What follows belongs to an exercise in optimizing a design on an open flow for small area, a short achievable clock period and few clock cycles; a production flow would make more cautious choices.
At most, simulation tests tie the RTL to the original design; equivalence was not proved.
Power figures rest on the tool's default switching activity, not on a simulated workload.

## CONVCOR
module CONVCOR(
  input             clk,
  input             rst_n,
  input             in_valid,
  input      [15:0] in_a,
  input      [15:0] in_b,
  input             in_mode,
  output            out_valid,
  output     [35:0] out
);
clock: 10.0 ns
lec_check: 0
cap_margin: 20
core_margin: 2
core_utilization: 40
cts_cluster_diameter: 80
cts_cluster_size: 24
place_density: 0.75
slew_margin: 20
standard.sh (not shown) runs the stock make flow with config.mk's settings and CLKGATE_MAP_FILE= SYNTH_SCRIPT=/design/flow/synth_recipe.tcl, a recipe that flattens the netlist after the stock synthesis.
==> flow/flow/run.sh <==
#!/bin/bash
set -euo pipefail
bash standard.sh SETUP_SLACK_MARGIN=6.8 "BUFFER_PORTS_ARGS=-buffer_cell sky130_fd_sc_hd__buf_2" finish > make_finish.log 2>&1
Testbench counts at the start, summed over its fixed seeds: cycles 21,468.
Change:
Settings changed: CORE_UTILIZATION 40 to 55, PLACE_DENSITY 0.75 to unset.
Routed wire length goes down by about 3.8%; sequential power is about the same; setup slack improves by 0.088 ns; area after synthesis is unchanged; utilization went up by 16 points; critical path depth falls by 1; global-route usage grows by 5.6 points; maximum frequency rose by about 2.7%.
Change:
Settings changed: CORE_UTILIZATION 55 to 40, CTS_CLUSTER_DIAMETER 80 to 70, CTS_CLUSTER_SIZE 24 to 30.
Effect: Worst setup slack is worse by 0.031 ns. Hold slack is better by 0.0076 ns. Combinational power hardly moves. Final area rose by a few percent. Clock skew rose by 0.013 ns. Sequential share of layout area fell by 1.5 points. Die area rose by well over a third. Synthesized cell count is unchanged.
Change:
==> flow/flow/run.sh (replaced) <==
#!/bin/bash
set -euo pipefail
bash standard.sh SETUP_SLACK_MARGIN=6.9 "BUFFER_PORTS_ARGS=-buffer_cell sky130_fd_sc_hd__buf_2" finish > make_finish.log 2>&1
Settings changed: CORE_UTILIZATION 40 to 55, CTS_CLUSTER_DIAMETER 70 to 80, CTS_CLUSTER_SIZE 30 to 24.
Effect:
- The new run went through all stages and came out clean
- sequential share of layout area is higher by 0.27 points
- worst hold slack is about the same
- fmax rises slightly
- sequential power falls by a few percent
- count of clock-buffer cells in the layout stays the same


v33:
CONVCOR, a different RTL version from the one above (not shown whole).
For scale: ~1,600 cells after synthesis, roughly 73 I/O pins, about 18,000 um2 of cells after synthesis.
==> flow/design.v (excerpt) <==
module CONVCOR(
  input             clk,
  input             rst_n,
  input             in_valid,
  input      [15:0] in_a,
  input      [15:0] in_b,
  input             in_mode,
  output            out_valid,
  output     [35:0] out
);
export LEC_CHECK = 0
export CAP_MARGIN = 20
export CORE_MARGIN = 2
export CORE_UTILIZATION = 40
export SLEW_MARGIN = 20
create_clock -name core_clock -period 10.0 [get_ports {clk}]
==> flow/flow/run.sh <==
#!/bin/bash
set -euo pipefail
bash standard.sh SETUP_SLACK_MARGIN=6.8 "BUFFER_PORTS_ARGS=-buffer_cell sky130_fd_sc_hd__buf_2" finish > make_finish.log 2>&1
v33 went all the way through synthesis, placement and routing and the layout is clean on timing, DRC and antenna.
## Diff of input files: v40 against v33
==> flow/flow/run.sh <==
#!/bin/bash
set -euo pipefail
bash standard.sh SETUP_SLACK_MARGIN=6.6 finish > make_finish.log 2>&1
Results
- Per the final summary, v40 finished and its layout is clean on timing, DRC and antenna.
- In the tables for v33 and v40, area taken by flip-flops and latches reads higher with v33.
- Final estimated routing congestion in global placement across v33 and v40: no real change.
- v40 against v33: actual slew at the worst max-slew pin shows an increase of 0.029 ns, met3 wirelength from detailed routing shows a reduction of about 15%, final cell utilization of the core shows no meaningful change.
Changes in v43 relative to v40:
==> flow/flow/run.sh <==
#!/bin/bash
set -euo pipefail
bash standard.sh SETUP_SLACK_MARGIN=6.6 "BUFFER_PORTS_ARGS=-buffer_cell sky130_fd_sc_hd__buf_2" finish > make_finish.log 2>&1
Row first-pass GRT wire length: v43 lower / v40 higher
v43 vs. v40: final cell count stayed essentially flat, fmax rose by 1.9%.
Summary of v43 over v40: post-layout utilization of the core decreased by 0.74 points relative to the old numbers; design area decreased by about 1.6% relative to the old numbers; routed length on met3 increased by about 10% relative to the old numbers.
Cmp v40 and v43 / sequential portion of the cell area / higher: v43
No run of this note included a check of the RTL's function; only the layout flow was run.


## run 1
Another version of the RTL of CONVCOR (not shown whole).
Size in the first run: about 320 flip-flops, ~73 I/O pins.
Design CONVCOR, start of the top module:
module CONVCOR(
  input             clk,
  input             rst_n,
  input             in_valid,
  input      [15:0] in_a,
  input      [15:0] in_b,
  input             in_mode,
  output            out_valid,
  output     [35:0] out
);
==> flow/config.mk <==
export PLATFORM = sky130hd
export DESIGN_NAME = CONVCOR
export DESIGN_NICKNAME = CONVCOR
export VERILOG_FILES = /design/flow/design.v
export SDC_FILE = /design/flow/constraint.sdc
export NUM_CORES = 4
export LEC_CHECK = 0
export CAP_MARGIN = 20
export CORE_MARGIN = 2
export CORE_UTILIZATION = 55
export CTS_CLUSTER_DIAMETER = 80
export CTS_CLUSTER_SIZE = 24
export SLEW_MARGIN = 20
==> flow/constraint.sdc <==
create_clock -name core_clock -period 10.0 [get_ports {clk}]
set_input_delay 2.0000 -clock core_clock [delete_from_list [all_inputs] [get_ports {clk}]]
set_output_delay 2.0000 -clock core_clock [all_outputs]
set_load 0.01 [all_outputs]
==> flow/flow/run.sh <==
#!/bin/bash
set -euo pipefail
bash standard.sh SETUP_SLACK_MARGIN=6.7 "BUFFER_PORTS_ARGS=-buffer_cell sky130_fd_sc_hd__buf_2" finish > make_finish.log 2>&1
Testbench counts of run 1, summed over its fixed seeds: cycles 21,468.
For run 2, these inputs were changed with respect to run 1:
Settings: CORE_UTILIZATION now 65, was 55.
==> flow/flow/run.sh <==
#!/bin/bash
set -euo pipefail
bash standard.sh SETUP_SLACK_MARGIN=6.8 "BUFFER_PORTS_ARGS=-buffer_cell sky130_fd_sc_hd__buf_2" finish > make_finish.log 2>&1
Notes after the runs:
Per the comparison of run 2 with run 1, via count up 218; wire length down about 1.7%; via count of the first global-routing pass up 96; power after layout flat; non-filler instance count after layout down 3.4%. Run 2 -> run 1: clock tree buffer depth delta 0, exact match. Run 2 against run 1: area growth from synthesis to layout has decreased; worst setup slack has increased; chip width has decreased. Register share of the cell area in run 2 is 0.45 points higher than in run 1.
### run 2 -> run 3
Settings: a change of CORE_UTILIZATION from 65 to 55.
==> comparison <==
Per the final summary, run 3 finished and its layout is clean on timing, DRC and antenna.
Run 2 vs run 3, critical path launch point: ov vs ovn
Cmp run 2 and run 3 / data arrival time of the critical path / lower: run 3
Delta (run 3 minus run 2): met2 wire length decreased 0.64%; post-layout total power moved up; global-route usage now sits lower.


Another version of the RTL of CONVCOR (not shown whole).
Size: about 330 flip-flops, about 73 I/O pins.
==> flow/design.v (excerpt) <==
module CONVCOR(
  input             clk,
  input             rst_n,
  input             in_valid,
  input      [15:0] in_a,
  input      [15:0] in_b,
  input             in_mode,
  output            out_valid,
  output     [35:0] out
);
make LEC_CHECK=0 CAP_MARGIN=20 CORE_MARGIN=2 CORE_UTILIZATION=40 SETUP_SLACK_MARGIN=5 SLEW_MARGIN=20 finish   # period 10.0 ns
run.sh (not shown) runs the stock make flow with config.mk's settings and CLKGATE_MAP_FILE= SYNTH_SCRIPT=/design/flow/synth_recipe.tcl, a recipe that flattens the netlist after the stock synthesis.
Stock flow here: none of the scripts above is used.
Rerun with:
==> flow/flow/run.sh (new file) <==
#!/bin/bash
set -euo pipefail
bash standard.sh SETUP_SLACK_MARGIN=6.3 finish > make_finish.log 2>&1
==> flow/standard.sh (new file) <==
#!/bin/bash
# synth_recipe.tcl (not shown) runs the flow's synth.tcl, then flattens the netlist and writes it again
# the make line also repeats each setting of config.mk as NAME=value (left out here)
make -C /OpenROAD-flow-scripts/flow DESIGN_CONFIG=/design/flow/config.mk WORK_HOME=/design/flow/orfs CLKGATE_MAP_FILE= SYNTH_SCRIPT=/design/flow/synth_recipe.tcl "${@:-finish}"
--- a/flow/config.mk
+++ b/flow/config.mk
@@ -10,3 +10,2 @@
 export CORE_UTILIZATION = 40
-export SETUP_SLACK_MARGIN = 5
 export SLEW_MARGIN = 20
removed: flow/run.sh
After rerunning: Setup slack improves by 0.89 ns. Total power rises by 0.85%. Via count rises by 1.2%. Sequential power barely changes. Register-to-register slack improves by 0.97 ns. Worst hold slack improves by 0.026 ns. Routed wire length rises by about 3.3%. Clock skew barely changes. Sequential cell count is unchanged.
Rerun with:
==> flow/flow/run.sh (replaced) <==
#!/bin/bash
set -euo pipefail
bash standard.sh SETUP_SLACK_MARGIN=7 finish > make_finish.log 2>&1
The changed run finished clean.
Register-to-register slack improves by 0.17 ns.
Cell area grows by 15%.
Worst hold slack degrades by 0.033 ns.
Worst setup slack degrades by 0.011 ns.
Synthesized area does not change.
Function was not checked in any run of this note: the RTL went through the layout flow alone.


CONVCOR with an RTL version that a note above also has.
Size: ~1,500 cells after synthesis, ~320 flip-flops, ~73 I/O pins, about 17,000 µm² of cells after synthesis.
Settings: LEC_CHECK=0, CAP_MARGIN=20, CORE_MARGIN=2, CORE_UTILIZATION=40, SLEW_MARGIN=20; clock period 10.0 ns.
standard.sh (not shown) runs the stock make flow with config.mk's settings and CLKGATE_MAP_FILE= SYNTH_SCRIPT=/design/flow/synth_recipe.tcl, a recipe that flattens the netlist after the stock synthesis.
==> flow/flow/run.sh <==
#!/bin/bash
set -euo pipefail
bash standard.sh SETUP_SLACK_MARGIN=6.6 "BUFFER_PORTS_ARGS=-buffer_cell sky130_fd_sc_hd__buf_2" finish > make_finish.log 2>&1
Testbench counts at the start, summed over its fixed seeds: cycles 21,468.
Edit:
==> flow/flow/run.sh (replaced) <==
#!/bin/bash
set -euo pipefail
bash standard.sh SETUP_SLACK_MARGIN=6.8 "BUFFER_PORTS_ARGS=-buffer_cell sky130_fd_sc_hd__buf_2" finish > make_finish.log 2>&1
- CORE_UTILIZATION: 40 -> 65
- CTS_CLUSTER_DIAMETER: not set -> 80
- CTS_CLUSTER_SIZE: not set -> 24
The new run finished with timing, DRC and antenna clean.
Core utilization rose by 25 points.
Synthesized cell count is unchanged.
Worst setup slack gets better by 0.042 ns.
Register-to-register slack improves by 0.10 ns.
Edit:
- CORE_UTILIZATION: 65 -> 40
After rerunning:
- power grows by about 2%
- synthesized cell count does not change
- critical path depth is unchanged
- non-clock buffer count grows by 14
- area after synthesis does not change
- count of clock-buffer cells in the layout does not change
- first-iteration DRC count shrinks by about 33%


tundra:
Starting RTL as in the previous note.
## CONVCOR
module CONVCOR(
  input             clk,
  input             rst_n,
  input             in_valid,
  input      [15:0] in_a,
  input      [15:0] in_b,
  input             in_mode,
  output            out_valid,
  output     [35:0] out
);
reg  [3:0]  cnt;           
reg         mode;          
reg  [15:0] ra0, ra1, ra2, rb0, rb1, rb2;   
reg  [15:0] x;             
reg  [3:0]  yr_one, yr_two, yr_neg, yi_one, yi_two, yi_neg;
reg  [1:0]  np, nq;
reg  [17:0] ps_ra, ps_rb, ps_ia, ps_ib;
reg  [35:0] acc, q, o;
reg         ld_q, o_sum, o_q;
reg         ov, ovn;       
wire        idle    = (cnt == 4'd0);
wire        start   = idle & in_valid;
wire        mode_nx = start ? in_mode : mode;
wire        cj      = idle ? in_mode : mode;
reg  [3:0]  cnt_nx;
always @(*) begin
  if (!rst_n)                                          cnt_nx = 4'd0;
  else if (idle)                                       cnt_nx = in_valid ? 4'd2 : 4'd0;
  else if ((mode && cnt == 4'd6) || (!mode && cnt == 4'd12)) cnt_nx = 4'd0;
  else                                                 cnt_nx = cnt + 4'd1;
end
reg [1:0] xs, ys;
reg       uacc_nx, ld_q_nx, o_sum_nx, o_q_nx, ov_nx;
always @(*) begin
  xs = 2'd3; ys = 2'd3;
  uacc_nx = 1'b0; ld_q_nx = 1'b0; o_sum_nx = 1'b0; o_q_nx = 1'b0; ov_nx = 1'b0;
  if (mode) begin
    case (cnt)
      4'd3: uacc_nx = 1'b1;
      4'd4: begin uacc_nx = 1'b1; o_sum_nx = 1'b1; end
      4'd5: ov_nx = 1'b1;
      default: ;
    endcase
  end else begin
    case (cnt)
  ...
Settings: LEC_CHECK=0, CAP_MARGIN=20, CORE_MARGIN=2, CORE_UTILIZATION=40, CTS_CLUSTER_DIAMETER=60, CTS_CLUSTER_SIZE=20, SLEW_MARGIN=20; clock period 10.0 ns.
==> flow/flow/run.sh <==
#!/bin/bash
set -euo pipefail
bash standard.sh SETUP_SLACK_MARGIN=6.8 "BUFFER_PORTS_ARGS=-buffer_cell sky130_fd_sc_hd__buf_2" finish > make_finish.log 2>&1
Testbench counts of tundra, summed over its fixed seeds: cycles 21,468.
Here is what was changed in the inputs of raven compared with tundra.
--- a/flow/config.mk
+++ b/flow/config.mk
@@ -10,4 +10,2 @@
 export CORE_UTILIZATION = 40
-export CTS_CLUSTER_DIAMETER = 60
-export CTS_CLUSTER_SIZE = 20
 export SLEW_MARGIN = 20
### Flow results
In the tables for tundra and raven, power per unit of standard cell area reads higher with raven. From tundra to raven the numbers moved as follows: combinational group share of total power saw a decrease, number of cells upsized or downsized after cts saw little to no change, flip-flop and latch share of the layout cell area saw a decrease.
Input-level comparison between garnet and raven:
==> flow/flow/run.sh <==
#!/bin/bash
set -euo pipefail
bash standard.sh SETUP_SLACK_MARGIN=7.2 "BUFFER_PORTS_ARGS=-buffer_cell sky130_fd_sc_hd__buf_2" finish > make_finish.log 2>&1
Findings:
Every stage of the flow completed for garnet, and the final layout passed the timing, design-rule and antenna checks.
Changes observed in garnet relative to raven: via count rose by about 7%, part of the total power dissipated in sequential elements fell by 3.8 points, worst setup slack fell by 49 ps, met2 layer usage reported by global route rose by 2.7 points, total combinational power rose by about 26%.
Summary of garnet over raven: end-of-flow core utilization moved up; via count of the first global-routing pass moved up.

## afterwards: timing with drivers on the ports
No port has a modelled driver above. Below, the same layouts with a new extraction and two added sets of constraints.
Step 1, drivers: a clkbuf_16 drives clk and a buf_2 each remaining input, both assumed.
Step 2 adds t to the input delays and takes it off the output delays; t is the mean of the earliest and latest rising clock arrival at the registers after step 1. Input paths then give back, and output paths get back, about the clock's delay inside the block.
Slacks: ideal / step 1 / step 2; pairs: ideal / step 1.
run | t, ns | setup slack, ns | hold slack, ns | worst setup path at the end | latest minus earliest clock arrival (ns)
the first run of note 1 | 0.563 | 6.685 / 6.634 / 6.690 | 0.326 / 0.326 / 0.326 | input to register | 0.030 / 0.030
the second run of note 1 | 0.564 | 6.773 / 6.721 / 6.655 | 0.340 / 0.340 / 0.340 | input to register | 0.023 / 0.023
the third run of note 1 | 0.590 | 6.742 / 6.688 / 6.678 | 0.347 / 0.347 / 0.347 | input to register | 0.033 / 0.032
the fourth run of note 1 | 0.568 | 6.765 / 6.714 / 6.581 | 0.347 / 0.347 / 0.347 | input to register | 0.024 / 0.024
v33 | 0.587 | 6.652 / 6.599 / 6.642 | 0.345 / 0.345 / 0.345 | input to register | 0.023 / 0.023
v40 | 0.587 | 6.558 / 6.507 / 6.223 | 0.347 / 0.347 / 0.347 | input to register | 0.021 / 0.021
v43 | 0.594 | 6.622 / 6.569 / 6.656 | 0.332 / 0.332 / 0.332 | input to register | 0.036 / 0.036
run 1 | 0.569 | 6.700 / 6.647 / 6.650 | 0.337 / 0.337 / 0.337 | input to register | 0.019 / 0.019
run 2 | 0.556 | 6.723 / 6.671 / 6.674 | 0.346 / 0.346 / 0.346 | input to register | 0.015 / 0.016
run 3 | 0.568 | 6.752 / 6.701 / 6.603 | 0.340 / 0.340 / 0.340 | input to register | 0.024 / 0.024
the first run of note 4 | 0.595 | 5.438 / 5.438 / 5.438 | 0.525 / 0.525 / 0.525 | register to register | 0.030 / 0.030
the second run of note 4 | 0.583 | 6.332 / 6.280 / 5.883 | 0.552 / 0.552 / 0.552 | input to register | 0.028 / 0.028
the third run of note 4 | 0.599 | 6.321 / 6.269 / 6.472 | 0.518 / 0.518 / 0.518 | input to register | 0.031 / 0.032
the first run of note 5 | 0.601 | 6.722 / 6.665 / 6.599 | 0.342 / 0.342 / 0.342 | input to register | 0.019 / 0.020
the second run of note 5 | 0.559 | 6.765 / 6.714 / 6.593 | 0.343 / 0.343 / 0.343 | input to register | 0.017 / 0.017
the third run of note 5 | 0.575 | 6.760 / 6.705 / 6.677 | 0.338 / 0.338 / 0.338 | input to register | 0.025 / 0.025
tundra | 0.627 | 6.713 / 6.657 / 6.677 | 0.340 / 0.340 / 0.340 | input to register | 0.017 / 0.017
raven | 0.593 | 6.750 / 6.696 / 6.677 | 0.344 / 0.344 / 0.344 | input to register | 0.014 / 0.015
garnet | 0.587 | 6.700 / 6.642 / 6.717 | 0.342 / 0.342 / 0.342 | input to register | 0.013 / 0.013
After both steps every run listed still meets setup and hold. The setup slack of the second run of note 4, which loses most, moves by -0.052 ns with the drivers and by -0.449 ns with both steps.
